This design comes from an exercise in tuning for small area and a short achievable clock period on the open sky130 flow, not from production work. In this exercise RTL edits were held to simulation tests only and were not proved equivalent to the original. Power and IR drop assume default switching activity.

run 1:
## memory_unit
module memory_unit(
    input CLK, RESET,  
    input [3:0] ADDR,  
    input [7:0] DATA_IN,  
    input READ, WRITE,  
    input [7:0] SEARCH_KEY,  
    output reg [7:0] DATA_OUT,  
    output reg [7:0] SEARCH_RESULT  
);
Size: about 530 cells after synthesis, about 40 I/O pins, ~8900 um^2 of cells after synthesis.
clock: 4.0 ns
lec_check: 0
cap_margin: 20
core_margin: 2
core_utilization: 40
setup_slack_margin: 2.2
slew_margin: 20
synth_hierarchical: 1
standard.sh (not shown) runs the stock make flow with config.mk's settings and CLKGATE_MAP_FILE= SYNTH_SCRIPT=/design/flow/synth_recipe.tcl, a recipe that flattens the netlist after the stock synthesis.
==> flow/flow/run.sh <==
#!/bin/bash
# Own layout flow: the standard synthesis, then the standard ORFS steps with
# extra make variables (flow/make_args.txt, one NAME=VALUE per line; @FLOW@ is
# replaced by this folder's absolute path, for hook scripts).
set -uo pipefail
here=$(cd "$(dirname "$0")" && pwd)
mapfile -t args < <(grep -v '^\s*#' "$here/make_args.txt" | grep -v '^\s*$' | sed "s#@FLOW@#$here#g")
printf '%s\n' "${args[@]}" > make_args_used.log
bash standard.sh synth > synth.log 2>&1 || exit 1
bash standard.sh "${args[@]}" finish > layout.log 2>&1
==> flow/flow/make_args.txt <==
MATCH_CELL_FOOTPRINT=0
BUFFER_PORTS_ARGS=-buffer_cell sky130_fd_sc_hd__buf_2
CTS_ARGS=-sink_clustering_enable -repair_clock_nets -dont_use_dummy_load -buf_list sky130_fd_sc_hd__clkbuf_8 -sink_clustering_size 20 -sink_clustering_max_diameter 60
POST_FLOORPLAN_TCL=@FLOW@/downsize.tcl
==> flow/flow/recover_margin.tcl <==
# Make the power/area recovery after global routing keep the same setup slack
# margin as the timing repair: it then only downsizes cells whose paths keep at
# least RECOVER_SLACK_MARGIN ns of slack.
rename repair_timing my_repair_timing_orig
proc repair_timing {args} {
  if {[lsearch $args -recover_power] >= 0} {
    lappend args -setup_margin $::env(RECOVER_SLACK_MARGIN)
  }
  my_repair_timing_orig {*}$args
}
Other scripts of this flow, unchanged in this note and not shown: flow/flow/downsize.tcl, flow/flow/post_cts.tcl, flow/flow/pre_cts.tcl
Run 1 completed; timing, DRC and antenna clean
The following lists how run 2 was set up differently from run 1:
==> flow/flow/make_args.txt <==
MATCH_CELL_FOOTPRINT=0
BUFFER_PORTS_ARGS=-buffer_cell sky130_fd_sc_hd__buf_2
CTS_ARGS=-sink_clustering_enable -repair_clock_nets -dont_use_dummy_load -buf_list sky130_fd_sc_hd__clkbuf_8 -sink_clustering_size 16 -sink_clustering_max_diameter 50
PRE_FLOORPLAN_TCL=@FLOW@/downsize.tcl
removed: flow/flow/recover_margin.tcl
==> comparison <==
Summary of run 2 over run 1: total power consumption of the routed design up 0.031 mW; post-placement cell area has increased; final critical delay including setup and external delays grew by 0.034 ns; share of power burned in combinational logic fell 0.2 points; via count normalized by instance count now larger.
Looking at top routing layer in use, the met4 result is from run 2; the met5 one comes from run 1.
Here is what was changed in the inputs of run 3 compared with run 2.
==> flow/flow/make_args.txt <==
MATCH_CELL_FOOTPRINT=0
BUFFER_PORTS_ARGS=-buffer_cell sky130_fd_sc_hd__buf_2
CTS_ARGS=-sink_clustering_enable -repair_clock_nets -dont_use_dummy_load -buf_list sky130_fd_sc_hd__clkbuf_8 -sink_clustering_size 16 -sink_clustering_max_diameter 50
POST_FLOORPLAN_TCL=@FLOW@/downsize.tcl
PRE_GLOBAL_ROUTE_TCL=@FLOW@/recover_margin.tcl
RECOVER_POWER=100
RECOVER_SLACK_MARGIN=2.1
==> flow/flow/recover_margin.tcl (new file) <==
# Make the power/area recovery after global routing keep the same setup slack
# margin as the timing repair: it then only downsizes cells whose paths keep at
# least RECOVER_SLACK_MARGIN ns of slack.
rename repair_timing my_repair_timing_orig
proc repair_timing {args} {
  if {[lsearch $args -recover_power] >= 0} {
    lappend args -setup_margin $::env(RECOVER_SLACK_MARGIN)
  }
  my_repair_timing_orig {*}$args
}
Results
Max met2 wirelength from detailed routing across run 3 and run 2: run 2
Clock-buffer cell count for run 3: 4 up relative to run 2
In the metrics for run 3 and run 2, the one carrying the lower layout buffer count excluding clock buffers is run 2.
Run 3 vs run 2 on number of gates resized after CTS: run 3 is the higher one.
Run 3 vs run 2: number of setup buffers added after CTS up in run 3

-- afterwards: timing with drivers on the ports --
The results above use ideal ports. As a check the final layouts listed here were re-extracted and re-timed, cells and wires unchanged.
Step 1: set_driving_cell puts a clkbuf_16 on CLK and a buf_2 on each other input, an assumption about the parent block.
Step 2 times the ports against the registers' clock, not the clock port: input delays grow and output delays shrink by t, the midpoint of the rising clock arrivals with the driver on.
Slacks: ideal / step 1 / step 2; pairs: ideal / step 1.
| run | t (ns) | setup slack, ns | hold slack, ns | worst setup path after step 2 | worst data-port slew with drivers (ns) |
|---|---|---|---|---|---|
| run 1 | 0.527 | 2.127 / 2.083 / 1.612 | 0.447 / 0.426 / 0.539 | input to register | 0.06 |
| run 2 | 0.528 | 2.093 / 2.054 / 1.574 | 0.434 / 0.420 / 0.502 | input to register | 0.07 |
| run 3 | 0.550 | 1.331 / 1.338 / 0.788 | 0.419 / 0.402 / 0.526 | input to register | 0.05 |
After both steps setup and hold are still met in every run listed. For run 3, which loses most, drivers alone change the setup slack by +0.007 ns; drivers and shift together by -0.543 ns.
